From an optimization exercise on the open Yosys and OpenROAD flow, aimed at small area, a short achievable clock period and few clock cycles; shortcuts taken in it are not production practice.
Only simulation tests tie the RTL to the original design; equivalence was not proved.
Power figures rest on the tool's default switching activity, not on a simulated workload.

Setup of P:
==> flow/design.v (excerpt) <==
module riscv_core (clk,rst,start,initialize,imem_addr,imem_rdata,dmem_addr,dmem_wdata,dmem_wstrb,dmem_rdata);
  input clk,rst,start;
  input [31:0] initialize;
  output [31:0] imem_addr;
  input [31:0] imem_rdata;
  output [31:0] dmem_addr;
  output [31:0] dmem_wdata;
  output [3:0] dmem_wstrb;
  input [31:0] dmem_rdata;
  datapath DP (imem_addr,imem_rdata,dmem_addr,dmem_wdata,dmem_wstrb,dmem_rdata,initialize,start,clk,rst);
endmodule
Size in the first run: ~3000 cells after synthesis, roughly 200 I/O pins, roughly 29000 sq um of cells after synthesis.
==> module datapath, before the edit <==
module datapath (imem_addr,imem_rdata,dmem_addr,dmem_wdata,dmem_wstrb,dmem_rdata,initialize,start,clk,rst);
  output [31:0] imem_addr;
  input [31:0] imem_rdata;
  output [31:0] dmem_addr;
  output reg [31:0] dmem_wdata;
  output reg [3:0] dmem_wstrb;
  input [31:0] dmem_rdata;
  input [31:0] initialize;
  input start,clk,rst;
  reg [11:2] fpc;           
  reg d_valid;              
  reg [31:0] ir;            
  reg x_valid;
  reg ld_p1,ld_p2;          
  wire [11:2] xpc=fpc-{8'd0,~ld_p1,ld_p1};
  assign imem_addr={20'd0,fpc,2'b00};
  wire [6:0] op=ir[6:0];
  wire [2:0] f3=ir[14:12];
  wire [4:0] rd=ir[11:7];
  wire sub,use_imm,uns,arith,is_load,is_store,is_branch,is_jal,is_jalr,is_lui,is_auipc,we;
  controller CTRL (op,f3,ir[30],sub,use_imm,uns,arith,is_load,is_store,is_branch,is_jal,is_jalr,is_lui,is_auipc,we);
  wire [31:0] rs1v,rs2v,immdout;
  reg [4:0] ld1_rd,ld_rd;
  reg [2:0] ld1_f3;
  reg [1:0] ld1_a;
  reg [2:0] ld_f3;
  reg [1:0] ld_a;
  reg [31:0] loadval;
  wire [31:0] exres,wdata_rf;
  wire replay=x_valid&ld_p1&((ir[19:15]==ld1_rd)|(ir[24:20]==ld1_rd)|(ir[11:7]==ld1_rd));
  wire ex_ok=x_valid&~replay;
  wire ex_load=ex_ok&is_load;
  wire rf_we=ld_p2|(ex_ok&we);
  wire [4:0] rf_wa=ld_p2?ld_rd:rd;
  immediate_gen_unit IGU (immdout,ir,is_store);
  regr_file RGF (rs1v,rs2v,ir[19:15],ir[24:20],rf_wa,wdata_rf,clk,rf_we);
  wire [31:0] aluout,sum;
  wire lt,eq;
  alu ALU (aluout,sum,lt,eq,rs1v,use_imm?immdout:rs2v,f3,sub,uns,arith);
  wire [12:2] link=xpc+10'd1;
  reg [31:0] res;
  always @ ( * ) begin
    if (is_lui) res={ir[31:12],12'd0};
    else if (is_auipc) res={ir[31:12],xpc,2'b00};
    else if (is_jal|is_jalr) res={19'd0,link,2'b00};
    else res=aluout;
  end
  assign exres=res;
  assign wdata_rf=ld_p2?loadval:exres;
  wire taken=f3[2]?(lt^f3[0]):(eq^f3[0]);
  wire [11:2] btarget;
  adder #(10) pcjump (btarget,xpc,is_jal?{ir[20],ir[30:22]}:{ir[7],ir[30:25],ir[11:9]});
  wire redirect=replay|(ex_ok&(is_jal|is_jalr|(is_branch&taken)));
  reg [11:2] target;
  always @ ( * ) begin
    if (replay) target=xpc;
    else if (is_jalr) target=sum[11:2];
    else target=btarget;
  end
  always @ ( posedge clk ) begin
    if (rst) begin
      fpc<=initialize[11:2];
      d_valid<=1'b0;
      x_valid<=1'b0;
    end else begin
      if (redirect) fpc<=target;
      else if (start&~ex_load) fpc<=fpc+10'd1;
      d_valid<=start&~redirect;
      x_valid<=d_valid&~redirect&~ld_p1;
    end
    ir<=imem_rdata;
  end
  reg [11:0] maddr;
  assign dmem_addr={20'd0,maddr};
  always @ ( posedge clk ) begin
    maddr<=sum[11:0];
    case (f3[1:0])
      2'd0: dmem_wdata<={4{rs2v[7:0]}};
      2'd1: dmem_wdata<={2{rs2v[15:0]}};
      default: dmem_wdata<=rs2v;
    endcase
    if (rst|~(ex_ok&is_store)) dmem_wstrb<=4'b0000;
    else case (f3[1:0])
      2'd0: dmem_wstrb<=4'b0001<<sum[1:0];
      2'd1: dmem_wstrb<=sum[1]?4'b1100:4'b0011;
      default: dmem_wstrb<=4'b1111;
    endcase
    if (rst) begin
      ld_p1<=1'b0;
      ld_p2<=1'b0;
    end else begin
      ld_p1<=ex_load;
      ld_p2<=ld_p1;
    end
    ld1_rd<=rd;
    ld1_f3<=f3;
    ld1_a<=sum[1:0];
    ld_rd<=ld1_rd;
    ld_f3<=ld1_f3;
    ld_a<=ld1_a;
  end
  always @ ( * ) begin
    case ({ld_f3[1:0],ld_a})
      4'b0000: loadval={{24{dmem_rdata[7]&~ld_f3[2]}},dmem_rdata[7:0]};
      4'b0001: loadval={{24{dmem_rdata[15]&~ld_f3[2]}},dmem_rdata[15:8]};
      4'b0010: loadval={{24{dmem_rdata[23]&~ld_f3[2]}},dmem_rdata[23:16]};
      4'b0011: loadval={{24{dmem_rdata[31]&~ld_f3[2]}},dmem_rdata[31:24]};
      4'b0100,4'b0101: loadval={{16{dmem_rdata[15]&~ld_f3[2]}},dmem_rdata[15:0]};
      4'b0110,4'b0111: loadval={{16{dmem_rdata[31]&~ld_f3[2]}},dmem_rdata[31:16]};
      default: loadval=dmem_rdata;
    endcase
  end
endmodule
clock: 20.0 ns
lec_check: 0
cap_margin: 40
core_margin: 2
core_utilization: 40
slew_margin: 20
run.sh (not shown) runs the stock make flow with config.mk's settings and CLKGATE_MAP_FILE= SYNTH_SCRIPT=/design/flow/synth_recipe.tcl, a recipe that flattens the netlist after the stock synthesis.
Testbench counts of P, summed over its fixed seeds: cycles 16,523.
Edits applied to the flow inputs when going from P to Q:
==> flow/design.v, changed modules only <==
module datapath (imem_addr,imem_rdata,dmem_addr,dmem_wdata,dmem_wstrb,dmem_rdata,initialize,start,clk,rst);
  output [31:0] imem_addr;
  input [31:0] imem_rdata;
  output [31:0] dmem_addr;
  output reg [31:0] dmem_wdata;
  output reg [3:0] dmem_wstrb;
  input [31:0] dmem_rdata;
  input [31:0] initialize;
  input start,clk,rst;
  reg [11:2] fpc;           
  reg d_valid;              
  reg [31:0] ir;            
  reg x_valid;
  wire [11:2] xpc=fpc-10'd2;  
  assign imem_addr={20'd0,fpc,2'b00};
  wire [6:0] op=ir[6:0];
  wire [2:0] f3=ir[14:12];
  wire [4:0] rd=ir[11:7];
  wire sub,use_imm,uns,arith,is_load,is_store,is_branch,is_jal,is_jalr,is_lui,is_auipc,we;
  controller CTRL (op,f3,ir[30],sub,use_imm,uns,arith,is_load,is_store,is_branch,is_jal,is_jalr,is_lui,is_auipc,we);
  wire [31:0] rs1v,rs2v,immdout;
  reg ld_p1,ld_p2;
  reg [4:0] ld_rd;
  reg [2:0] ld_f3;
  reg [1:0] ld_a;
  reg [31:0] loadval;
  wire [31:0] exres,wdata_rf;
  wire rf_we=ld_p2|(x_valid&we);
  wire [4:0] rf_wa=ld_p2?ld_rd:rd;
  immediate_gen_unit IGU (immdout,ir,is_store);
  regr_file RGF (rs1v,rs2v,ir[19:15],ir[24:20],rf_wa,wdata_rf,clk,rf_we);
  wire [31:0] aluout,sum;
  wire lt,eq;
  alu ALU (aluout,sum,lt,eq,rs1v,use_imm?immdout:rs2v,f3,sub,uns,arith);
  wire [12:2] link=xpc+10'd1;
  reg [31:0] res;
  always @ ( * ) begin
    if (is_lui) res={ir[31:12],12'd0};
    else if (is_auipc) res={ir[31:12],xpc,2'b00};
    else if (is_jal|is_jalr) res={19'd0,link,2'b00};
    else res=aluout;
  end
  assign exres=res;
  assign wdata_rf=ld_p2?loadval:exres;
  wire taken=f3[2]?(lt^f3[0]):(eq^f3[0]);
  wire [11:2] btarget;
  adder #(10) pcjump (btarget,xpc,is_jal?{ir[20],ir[30:22]}:{ir[7],ir[30:25],ir[11:9]});
  wire redirect=x_valid&(is_jal|is_jalr|is_load|(is_branch&taken));
  reg [11:2] target;
  always @ ( * ) begin
    if (is_jalr) target=sum[11:2];
    else if (is_load) target=link[11:2];
    else target=btarget;
  end
  always @ ( posedge clk ) begin
    if (rst) begin
      fpc<=initialize[11:2];
      d_valid<=1'b0;
      x_valid<=1'b0;
    end else begin
      if (redirect) fpc<=target;
      else if (start) fpc<=fpc+10'd1;
      d_valid<=start&~redirect;
      x_valid<=d_valid&~redirect;
    end
    ir<=imem_rdata;
  end
  reg [11:0] maddr;
  assign dmem_addr={20'd0,maddr};
  always @ ( posedge clk ) begin
    maddr<=sum[11:0];
    case (f3[1:0])
      2'd0: dmem_wdata<={4{rs2v[7:0]}};
      2'd1: dmem_wdata<={2{rs2v[15:0]}};
      default: dmem_wdata<=rs2v;
    endcase
    if (rst|~(x_valid&is_store)) dmem_wstrb<=4'b0000;
    else case (f3[1:0])
      2'd0: dmem_wstrb<=4'b0001<<sum[1:0];
      2'd1: dmem_wstrb<=sum[1]?4'b1100:4'b0011;
      default: dmem_wstrb<=4'b1111;
    endcase
    if (rst) begin
      ld_p1<=1'b0;
      ld_p2<=1'b0;
    end else begin
      ld_p1<=x_valid&is_load;
      ld_p2<=ld_p1;
    end
    if (x_valid) begin
      ld_rd<=rd;
      ld_f3<=f3;
      ld_a<=sum[1:0];
    end
  end
  always @ ( * ) begin
    case ({ld_f3[1:0],ld_a})
      4'b0000: loadval={{24{dmem_rdata[7]&~ld_f3[2]}},dmem_rdata[7:0]};
      4'b0001: loadval={{24{dmem_rdata[15]&~ld_f3[2]}},dmem_rdata[15:8]};
      4'b0010: loadval={{24{dmem_rdata[23]&~ld_f3[2]}},dmem_rdata[23:16]};
      4'b0011: loadval={{24{dmem_rdata[31]&~ld_f3[2]}},dmem_rdata[31:24]};
      4'b0100,4'b0101: loadval={{16{dmem_rdata[15]&~ld_f3[2]}},dmem_rdata[15:0]};
      4'b0110,4'b0111: loadval={{16{dmem_rdata[31]&~ld_f3[2]}},dmem_rdata[31:16]};
      default: loadval=dmem_rdata;
    endcase
  end
endmodule
==> comparison <==
- Status | Q and P | clean
- Taking P as the reference, in Q routed via count moved down, layout filler cell count dropped 200.
- In Q, the simple-gate share of the synthesized area came out 3.2 points below the value in P.
- Q against P: required time reported for the critical path endpoint lost 50 ps, worst-case headroom to the max-slew limit lost 5.5 points.
- Compared with P, Q shows total power after layout lower by about 3%.
- Post-route clock skew ends up higher on P.
Testbench counts of Q, summed over its fixed seeds: cycles 17,537.

-- separate check: timing with driven ports --
Ports are ideal in the flow. The routed layouts listed here were re-timed in OpenROAD. Step 1: set_driving_cell puts a clkbuf_16 on clk and a buf_2 on each other input, an assumption about the parent block. Step 2 times the ports against the registers' clock, not the clock port: input delays grow and output delays shrink by t, the midpoint of the rising clock arrivals with the driver on. Three values: no drivers, after step 1, after step 2; two values: the first two.
| run | t, ns | setup WS [ns] | hold WS [ns] |
|---|---|---|---|
| P | 0.667 | 11.937 / 11.937 / 11.937 | 0.328 / 0.328 / 0.328 |
| Q | 0.682 | 11.192 / 11.192 / 11.192 | 0.434 / 0.434 / 0.434 |
After both steps every run listed still meets setup and hold.
